Background: an optimization exercise with open tools, aiming at small area, a short achievable clock period and few clock cycles per item. Do not read the settings as production practice. The RTL was checked by simulation tests, not by an equivalence proof against the original design. Power is estimated from default activity; no workload was simulated.

== lane 1 ==
## gactx_tile
module gactx_tile (
    input         clk,
    input         rst,
    input         start,
    input  [155:0] in_param,
    input         reverse_ref_in,
    input         reverse_query_in,
    input         complement_ref_in,
    input         complement_query_in,
    input  [3:0]  ref_length,
    input  [3:0]  query_length,
    output [3:0]  ref_bram_rd_addr,
    input  [7:0]  ref_bram_data_in,
    output [3:0]  query_bram_rd_addr,
    input  [7:0]  query_bram_data_in,
    input  [11:0] y_in,
    input         start_last,
    output [11:0] max_score,
    output [3:0]  H_offset,
    input  [3:0]  max_H_offset,
    output [3:0]  V_offset,
    input  [3:0]  max_V_offset,
    output [3:0]  ref_max_score_pos,
    output [3:0]  query_max_score_pos,
    output [7:0]  num_tb_steps,
    output [1:0]  dir,
    output        dir_valid,
    output        done
);
Settings: LEC_CHECK=0, CAP_MARGIN=20, CORE_MARGIN=2, CORE_UTILIZATION=60, CTS_CLUSTER_DIAMETER=110, CTS_CLUSTER_SIZE=20, SLEW_MARGIN=20; clock period 10.0 ns.
standard.sh (not shown) runs the stock make flow with config.mk's settings and CLKGATE_MAP_FILE= SYNTH_SCRIPT=/design/flow/synth_recipe.tcl, a recipe that flattens the netlist after the stock synthesis.
==> flow/flow/run.sh <==
#!/bin/bash
set -euo pipefail
bash standard.sh SETUP_SLACK_MARGIN=5.8 finish > flow_make.log 2>&1
Testbench counts of lane 1, summed over its fixed seeds: cycles 13,033, tiles 192.
#### Input delta (lane 2 over lane 1)
- swapping 60 for 55 in CORE_UTILIZATION
- putting TNS_END_PERCENT at 5 where nothing was set
==> flow/flow/run.sh <==
#!/bin/bash
set -euo pipefail
bash standard.sh SETUP_SLACK_MARGIN=6.2 finish > flow_make.log 2>&1
--- outcome ---
- Compared with lane 1, lane 2 shows share of the cycle needed by the critical path after routing lower by 3.0 points.
- Lane 2 vs lane 1 — worst setup slack rose 0.30 ns.
- From lane 1 to lane 2 the numbers moved as follows: effective utilization at floorplan now sits lower; design area went down by about 2%; number of placed instances, taps included rose by about 2.2%; relative area change from synthesis to final layout went down by 2.2 points.
- Lane 2 — pre-CTS setup slack 0.48 ns higher, lane 1 as reference
- Register fraction of the total cell area up 0.84 points in lane 2 wrt lane 1
- Routed via count divided by cell count: lane 2 lower than lane 1
- Changes observed in lane 2 relative to lane 1: final count of pins violating max slew was more or less identical; critical path depth held steady.
For lane 3, these inputs were changed with respect to lane 2:
- TNS_END_PERCENT: 5 -> unset
==> flow/flow/run.sh <==
#!/bin/bash
set -euo pipefail
bash standard.sh SETUP_SLACK_MARGIN=5.8 finish > flow_make.log 2>&1
### Flow results
Power per standard cell area for lane 3: about 2% up relative to lane 2. Lane 2 -> lane 3: area occupied by multi-input gates increased by a few percent. The post-synthesis to final-layout area growth reported for lane 3 is greater than that of lane 2 by 2.8 points. First-pass detailed-route iteration total down 1 in lane 3 wrt lane 2. Measured against each other, lane 3 and lane 2 differ in routed wire length, the higher figure coming from lane 3. Looking at combinational power across lane 3 and lane 2, the one that comes out higher is lane 3. Final cell count without fillers up 199 in lane 3 wrt lane 2. Lane 2 -> lane 3: non-clock buffer total of the final layout increased by more than a quarter. Combinational fraction of design power, lane 3 and lane 2: higher on lane 3. Looking at utilization after layout, lane 3 sits 1.6 points above lane 2.
For lane 4, these inputs were changed with respect to lane 3:
- CTS_CLUSTER_DIAMETER: 110 -> unset
- CTS_CLUSTER_SIZE: 20 -> 30
Findings:
- From lane 3 to lane 4 the numbers moved as follows: area of combinational cells with multiple inputs now smaller; arrival time of data at the critical path endpoint roughly the same; worst hold slack after final layout shrank by 0.051 ns; vias per cell decreased by 0.80% relative to the old numbers; average wire length per cell after detail routing now sits lower.
- Count of buffering cells on the critical path with inverters included (lane 4 over lane 3): decrease, 1
- Diff lane 3 -> lane 4: net switching component of the power now sits higher, total power now sits higher, clock-buffer cell count moved up.
- Lower design area was reported by lane 3, not lane 4.
diff inputs: lane 4 => lane 5
- CTS_CLUSTER_SIZE changed from 30 to 20
- TNS_END_PERCENT newly set to 3
- CTS_CLUSTER_DIAMETER newly set to 110
==> flow/flow/run.sh <==
#!/bin/bash
set -euo pipefail
bash standard.sh SETUP_SLACK_MARGIN=6.8 finish > flow_make.log 2>&1
--- outcome ---
As far as max-capacitance violation count goes, lane 5 and lane 4 are indistinguishable; the numbers are identical.
Lane 5 vs lane 4 — final critical-path required period dropped 0.029 ns.
The wire length on met2 on lane 5 is in line with that on lane 4.
Both conditions hold for lane 5: the flow ran to the end and the final layout passed the timing, design-rule and antenna checks.
Maximum cell stage delay along the critical path was lower in lane 4 than in lane 5.
Compared with lane 4, in lane 5 sum of routed wire length over all layers dropped 0.41%; transition time at the pin with the least slew margin climbed 0.034 ns; clock-cell share of area dropped 2.5 points.
Non-clock buffer count (lower): lane 5
Lane 5 vs. lane 4: count of endpoints failing hold in the final timing report level; worst setup slack after placement grew by 0.027 ns; total power consumption of the routed design now sits lower.

-- static timing again, ports no longer ideal --
In the flow no input, the clock included, has a driving cell. The finished layouts below were timed again as built, in two steps.
Step 1 (the two cells are an assumption about what drives the block):
set clk [get_ports {clk}]
set_driving_cell -lib_cell sky130_fd_sc_hd__clkbuf_16 $clk
set_driving_cell -lib_cell sky130_fd_sc_hd__buf_2 [delete_from_list [all_inputs] $clk]
Step 2, shift: input delay + t, output delay - t, t = (earliest + latest rising clock arrival at the registers) / 2. This alone moves slack from input paths to output paths.
a / b / c = ideal ports / drivers / drivers and shift; a / b = the first two.
run	t, ns	setup WS [ns]	worst data-port slew with drivers (ns)	cell pins on the clock port's net
lane 1	0.936	4.982 / 4.982 / 4.877	0.23	1
lane 2	0.922	5.280 / 5.280 / 4.400	0.15	1
lane 3	0.943	5.296 / 5.296 / 4.930	0.23	1
lane 4	0.985	5.272 / 5.272 / 4.874	0.21	1
lane 5	0.941	5.301 / 5.301 / 5.008	0.17	1
After both steps setup and hold are still met in every run listed. For lane 2, which loses most, drivers alone change the setup slack by 0.000 ns; drivers and shift together by -0.880 ns.
